Background: an optimization exercise with open tools, aiming at small area. Do not read the settings as production practice.
Function was checked by simulation only, so behaviour that the tests miss may differ from the original.
Power and IR drop assume default switching activity.

==> flow/design.v <==
module DigitalClock_12hrFormat(
    input clk,
    input rst,
    input center,
    input right,
    input left,
    input up,
    input down,
    input M_00,
    input M_01,
    input M_02,
    input M_03,
    input M_10,
    input M_11,
    input M_12,
    input H_00,
    input H_01,
    input H_02,
    input H_10,
    input H_11,
    output [6:0] seg,
    output [3:0] an,
    output AMPM_indicator_led,
    output clock_mode_indicator_led,
    output Alarm1,
    output Alarm2,
    output Alarm3,
    output Alarm4,
    output Alarm5,
    input stop
);
    wire act, tgl, s60;
    wire [2:0] dmt;
    wire [3:0] dmo, ho;
    wire ht, dpm;
    reg  x;
    ticks      TK (.clk(clk), .rst(rst), .center(center), .left(left), .right(right),
                   .cm(clock_mode_indicator_led), .act(act), .tgl(tgl), .s60(s60));
    timeofday  TD (.clk(clk), .rst(rst), .act(act), .tgl(tgl), .up(up), .down(down), .s60(s60),
                   .dmt(dmt), .dmo(dmo), .dpm(dpm), .ht(ht), .ho(ho));
    scan       SC (.clk(clk), .rst(rst), .dmo(dmo), .dmt(dmt), .ho(ho), .ht(ht), .seg(seg), .an(an));
    wire match = ~H_11 & (H_10 == ht) & ({1'b0, H_02, H_01, H_00} == ho) &
                 ({M_12, M_11, M_10} == dmt) & ({M_03, M_02, M_01, M_00} == dmo);
    always @(posedge clk)
        if (rst) x <= 1'b0;
        else x <= ~stop & (x | match);
    assign AMPM_indicator_led = dpm;
    assign Alarm1 = x;
    assign Alarm2 = x;
    assign Alarm3 = x;
    assign Alarm4 = x;
    assign Alarm5 = x;
endmodule
module ticks(input clk, input rst, input center, input left, input right,
             output reg cm, output act, output reg tgl, output s60);
    reg       hi;
    reg [5:0] lo;
    reg [5:0] sec;
    wire wrap_lo  = lo[5] & lo[4] & lo[1] & lo[0];        
    assign act    = ~cm & (hi | wrap_lo);            
    wire sec_tick = cm & hi & wrap_lo;               
    assign s60    = sec[5] & sec[4] & ~sec[2] & ~sec[1] & ~sec[0];   
    always @(posedge clk) begin
        if (rst) begin
            cm <= 1'b0; hi <= 1'b0; lo <= 6'd0; sec <= 6'd0; tgl <= 1'b0;
        end else begin
            cm <= cm ^ center;
            hi <= cm & (hi ^ wrap_lo);
            lo <= (wrap_lo | (~cm & hi)) ? 6'd0 : {lo[4:0], ~(lo[5] ^ lo[0])};
            if (s60 | (cm & center & ~sec_tick)) sec <= 6'd0;
            else if (sec_tick) sec <= {sec[4:0], ~(sec[5] ^ sec[0])};
            if (cm & center) tgl <= 1'b0;
            else if (act & (left | right)) tgl <= ~tgl;
        end
    end
endmodule
module timeofday(input clk, input rst, input act, input tgl, input up, input down, input s60,
                 output [2:0] dmt, output reg [3:0] dmo, output reg dpm,
                 output ht, output [3:0] ho);
    reg [2:0] rmt;
    reg [3:0] rh12;
    reg       f60;       
    reg       op_u, op_d, op_h;    
    wire d_m60  = rmt[2] & rmt[1];
    wire d_mo0  = ~(dmo[3] | dmo[2] | dmo[1] | dmo[0]);
    wire d_mt0  = ~(rmt[2] | rmt[1] | rmt[0]);
    wire d_mo9  = dmo[3] & dmo[0];
    wire d_hclr = rh12[3] & rh12[2] & rh12[0] | ~(rh12[3] | rh12[2] | rh12[1] | rh12[0]);
    wire d_h12  = rh12[3] & rh12[2];
    wire d_h11  = rh12[3] & rh12[1] & rh12[0];
    wire d_h1   = ~rh12[3] & ~rh12[2] & ~rh12[1] & rh12[0];
    wire m_up = op_u & ~op_h;
    wire m_dn = op_d & ~op_h;
    wire h_up = d_m60 | (op_u & op_h);
    wire h_dn = (op_d & op_h) | (m_dn & d_mo0 & d_mt0);
    wire [3:0] a = dmo ^ {4{m_dn}};
    wire cu = m_up & d_mo9;
    wire cd = m_dn & d_mo0;
    wire wr = cu | cd;
    wire t0 = m_up | m_dn;
    wire t1 = t0 & a[0];
    wire t2 = t1 & a[1];
    wire t3 = t2 & a[2];
    wire [3:0] mo = dmo ^ {t3 | wr, t2 & ~wr, t1 & ~wr, t0};
    wire [2:0] b = rmt ^ {3{m_dn}};
    wire u1 = wr & b[0];
    wire u2 = u1 & b[1];
    wire [2:0] mt = {rmt[2] & ~rmt[1], rmt[1] & ~rmt[2], rmt[0]} ^ {u2, u1 & ~(cd & d_mt0), wr};
    wire [3:0] c = rh12 ^ {4{h_dn}};
    wire sp = (h_up & d_h12) | (h_dn & d_h1);
    wire v0 = h_up | h_dn;
    wire v1 = v0 & c[0];
    wire v2 = v1 & c[1];
    wire v3 = v2 & c[2];
    wire [3:0] h12 = d_hclr ? 4'd12 : rh12 ^ {v3 | sp, v2 | sp, v1, v0 & ~(h_up & d_h11 & dpm)};
    wire pm = ~d_hclr & (dpm ^ ((h_up & d_h11 & ~dpm) | (h_dn & d_h1 & ~dpm) | (h_dn & d_h12 & dpm)));
    wire m60   = mt[2] & mt[1];
    wire mo0   = ~(mo[3] | mo[2] | mo[1] | mo[0]);
    wire mt0   = ~(mt[2] | mt[1] | mt[0]);
    wire h24   = h12[3] & h12[2] & h12[0];
    wire h_nz  = pm | ~(h12[3] & h12[2]);            
    wire t_nz  = h_nz | ~mo0 | ~mt0;                  
    wire mmode = act & ~tgl;
    wire hmode = act & tgl;
    wire n_mu  = ~m60 & (s60 | (mmode & up & ~(down & t_nz)));
    wire n_md  = ~m60 & mmode & down & t_nz;
    wire n_hu  = ~m60 & ~h24 & hmode & up & ~(down & h_nz);
    wire n_hd  = ~m60 & ~h24 & hmode & down & h_nz;
    always @(posedge clk)
        if (rst) begin
            dmo <= 4'd0; rmt <= 3'd0; dpm <= 1'b0; rh12 <= 4'd0; f60 <= 1'b0;
            op_u <= 1'b0; op_d <= 1'b0; op_h <= 1'b0;
        end else begin
            dmo <= mo; rmt <= mt; dpm <= pm; rh12 <= h12;
            f60 <= h24 & d_m60;
            op_u <= n_mu | n_hu;
            op_d <= n_md | n_hd;
            op_h <= n_hu | n_hd;
        end
    assign dmt = rmt | {f60, f60, 1'b0};
    assign ht = rh12[3] & (rh12[2] | rh12[1]);
    assign ho = {~ht & rh12[3], ~ht & rh12[2], ht ? rh12[2] & ~rh12[0] : rh12[1], rh12[0]};
endmodule
module scan(input clk, input rst, input [3:0] dmo, input [2:0] dmt, input [3:0] ho, input ht,
            output [6:0] seg, output [3:0] an);
    reg [1:0] cnt, dd;
    reg       fr;              
    reg [3:0] mem0, mem2;
    reg [2:0] mem1;
    reg       mem3;
    reg [3:0] segc;            
    always @(posedge clk) begin
        case (dd)
        2'd0: mem0 <= dmo;
        2'd1: mem1 <= dmt;
        2'd2: mem2 <= ho;
        2'd3: mem3 <= ht;
        endcase
        if (rst) begin
            cnt <= 2'd0; dd <= 2'd0; fr <= 1'b1; segc <= 4'd15;
        end else begin
            cnt <= cnt + 2'd1;
            if (cnt == 2'd3) dd <= dd + 2'd1;
            if ((cnt == 2'd3) & (dd == 2'd3)) fr <= 1'b0;
            if (fr & (cnt == 2'd0)) segc <= 4'd15;
            else case (dd)
            2'd0: segc <= mem0;
            2'd1: segc <= {1'b0, mem1};
            2'd2: segc <= mem2;
            2'd3: segc <= {3'b000, mem3};
            endcase
        end
    end
    assign seg[0] = (segc[1] & segc[3]) | (~segc[0] & ~segc[1] & segc[2]) | (segc[0] & ~segc[1] & ~segc[2] & ~segc[3]);
    assign seg[1] = ~((~segc[2]) | (~segc[0] & ~segc[1]) | (segc[0] & segc[1] & ~segc[3]));
    assign seg[2] = (segc[1] & segc[3]) | (~segc[0] & segc[1] & ~segc[2]);
    assign seg[3] = ~((~segc[0] & ~segc[2]) | (segc[1] & ~segc[2]) | (~segc[0] & segc[1]) | (segc[0] & ~segc[1] & segc[2]));
    assign seg[4] = (segc[0]) | (~segc[1] & segc[2]);
    assign seg[5] = (segc[0] & segc[1]) | (segc[1] & ~segc[2]) | (segc[0] & ~segc[2] & ~segc[3]);
    assign seg[6] = (segc[0] & segc[1] & segc[2]) | (~segc[1] & ~segc[2] & ~segc[3]);
    wire       rst_state = (segc == 4'd15) & (cnt == 2'd0) & (dd == 2'd0);
    wire [1:0] dprev = (cnt == 2'd0) ? dd - 2'd1 : dd;
    assign an = rst_state ? 4'b1111 : ~(4'b0001 << dprev);
endmodule
export LEC_CHECK = 0
export CAP_MARGIN = 20
export CORE_MARGIN = 2
export CORE_UTILIZATION = 40
export CTS_BUF_LIST = sky130_fd_sc_hd__clkbuf_4
export PLACE_DENSITY = 0.6
export SLEW_MARGIN = 20
create_clock -name core_clock -period 10.0 [get_ports {clk}]
standard.sh (not shown) runs the stock make flow with config.mk's settings and CLKGATE_MAP_FILE= SYNTH_SCRIPT=/design/flow/synth_recipe.tcl, a recipe that flattens the netlist after the stock synthesis.
==> flow/flow/run.sh <==
#!/bin/bash
# The standard layout (standard.sh) with three changes:
#  - synthesis maps the logic for area (flow/synth.tcl, flow/area.abc);
#  - the ports get the smallest buffer cell;
#  - the clock tree uses clkbuf_8 buffers and no dummy loads.
# make's full output goes to standard.log; ORFS keeps each step's log in orfs/logs.
set -euo pipefail
here=$(pwd)
export FLOW_SYNTH_TCL="$here/synth_recipe.tcl"
export AREA_ABC_SCRIPT="$here/flow/area.abc"
bash standard.sh \
  "SYNTH_SCRIPT=$here/flow/synth.tcl" \
  "BUFFER_PORTS_ARGS=-buffer_cell sky130_fd_sc_hd__buf_1" \
  "CTS_ARGS=-sink_clustering_enable -repair_clock_nets -root_buf sky130_fd_sc_hd__clkbuf_8 -buf_list sky130_fd_sc_hd__clkbuf_8 -sink_clustering_size 40 -sink_clustering_max_diameter 300 -dont_use_dummy_load" \
  finish > standard.log 2>&1
==> flow/flow/area.abc <==
strash
&get -n
&deepsyn -T 20
&put
dch -f
amap
topo
==> flow/flow/synth.tcl <==
# The standard synthesis (synth_recipe.tcl), with two changes to the
# combinational mapping only: yosys does not pull half/full adders out of the
# logic before ABC, and ABC maps for area (flow/area.abc) instead of speed.
# Registers are mapped exactly as in the standard synthesis.
proc extract_fa {args} {}
proc abc {args} {
  set i [lsearch $args -script]
  if {$i >= 0} {
    lset args [expr {$i + 1}] $::env(AREA_ABC_SCRIPT)
  }
  yosys abc {*}$args
}
source $::env(FLOW_SYNTH_TCL)
Change:
--- a/flow/design.v
+++ b/flow/design.v
@@ -54,11 +54,13 @@
 module ticks(input clk, input rst, input center, input left, input right,
              output reg cm, output act, output reg tgl, output s60);
+    localparam [5:0] L49 = 6'b001001;    
+    localparam [5:0] S60 = 6'b101000;    
     reg       hi;
     reg [5:0] lo;
     reg [5:0] sec;
-    wire wrap_lo  = lo[5] & lo[4] & lo[1] & lo[0];        
+    wire wrap_lo  = (lo == L49);
     assign act    = ~cm & (hi | wrap_lo);            
     wire sec_tick = cm & hi & wrap_lo;               
-    assign s60    = sec[5] & sec[4] & ~sec[2] & ~sec[1] & ~sec[0];   
+    assign s60    = (sec == S60);
     always @(posedge clk) begin
         if (rst) begin
@@ -67,7 +69,7 @@
             cm <= cm ^ center;
             hi <= cm & (hi ^ wrap_lo);
-            lo <= (wrap_lo | (~cm & hi)) ? 6'd0 : {lo[4:0], ~(lo[5] ^ lo[0])};
+            lo <= (wrap_lo | (~cm & hi)) ? 6'd0 : {lo[4:0], ~(lo[5] ^ lo[4])};
             if (s60 | (cm & center & ~sec_tick)) sec <= 6'd0;
-            else if (sec_tick) sec <= {sec[4:0], ~(sec[5] ^ sec[0])};
+            else if (sec_tick) sec <= {sec[4:0], ~(sec[5] ^ sec[4])};
             if (cm & center) tgl <= 1'b0;
             else if (act & (left | right)) tgl <= ~tgl;
@@ -102,9 +104,9 @@
     wire t2 = t1 & a[1];
     wire t3 = t2 & a[2];
-    wire [3:0] mo = dmo ^ {t3 | wr, t2 & ~wr, t1 & ~wr, t0};
+    wire [3:0] mo = d_m60 ? 4'd0 : dmo ^ {t3 | wr, t2 & ~wr, t1 & ~wr, t0};
     wire [2:0] b = rmt ^ {3{m_dn}};
     wire u1 = wr & b[0];
     wire u2 = u1 & b[1];
-    wire [2:0] mt = {rmt[2] & ~rmt[1], rmt[1] & ~rmt[2], rmt[0]} ^ {u2, u1 & ~(cd & d_mt0), wr};
+    wire [2:0] mt = d_m60 ? 3'd0 : rmt ^ {u2, u1 & ~(cd & d_mt0), wr};
     wire [3:0] c = rh12 ^ {4{h_dn}};
     wire sp = (h_up & d_h12) | (h_dn & d_h1);
Outcome: The new run finished with timing, DRC and antenna clean; cell count rose by 2.4%; combinational power went up by 32%; worst setup slack loses 0.0080 ns; core utilization rises by 0.30 points; maximum frequency is about the same; synthesized cell count climbs by 3.3%; die area came out higher by 1.3%; non-clock buffer count stays the same; cell area is higher by 1.3%; wire length went up by 1.5%; via count went down by 0.33%.

## afterwards: timing with drivers on the ports
In the flow no input, the clock included, has a driving cell. The finished layouts below were timed again as built, in two steps.
Step 1: set_driving_cell puts a clkbuf_16 on clk and a buf_2 on each other input, an assumption about the parent block.
Step 2 also shifts input and output timing later by t, the mid clock arrival at the registers, as if the neighbouring blocks saw the same clock.
a / b / c = ideal ports / drivers / drivers and shift; a / b = the first two.
run | t, ns | slack for setup (ns) | slew at the worst register clock pin (ns)
the first run | 0.325 | 6.146 / 6.115 / 6.319 | 0.10 / 0.10
the second run | 0.319 | 6.138 / 6.112 / 6.219 | 0.09 / 0.09
After both steps every run listed still meets setup and hold.
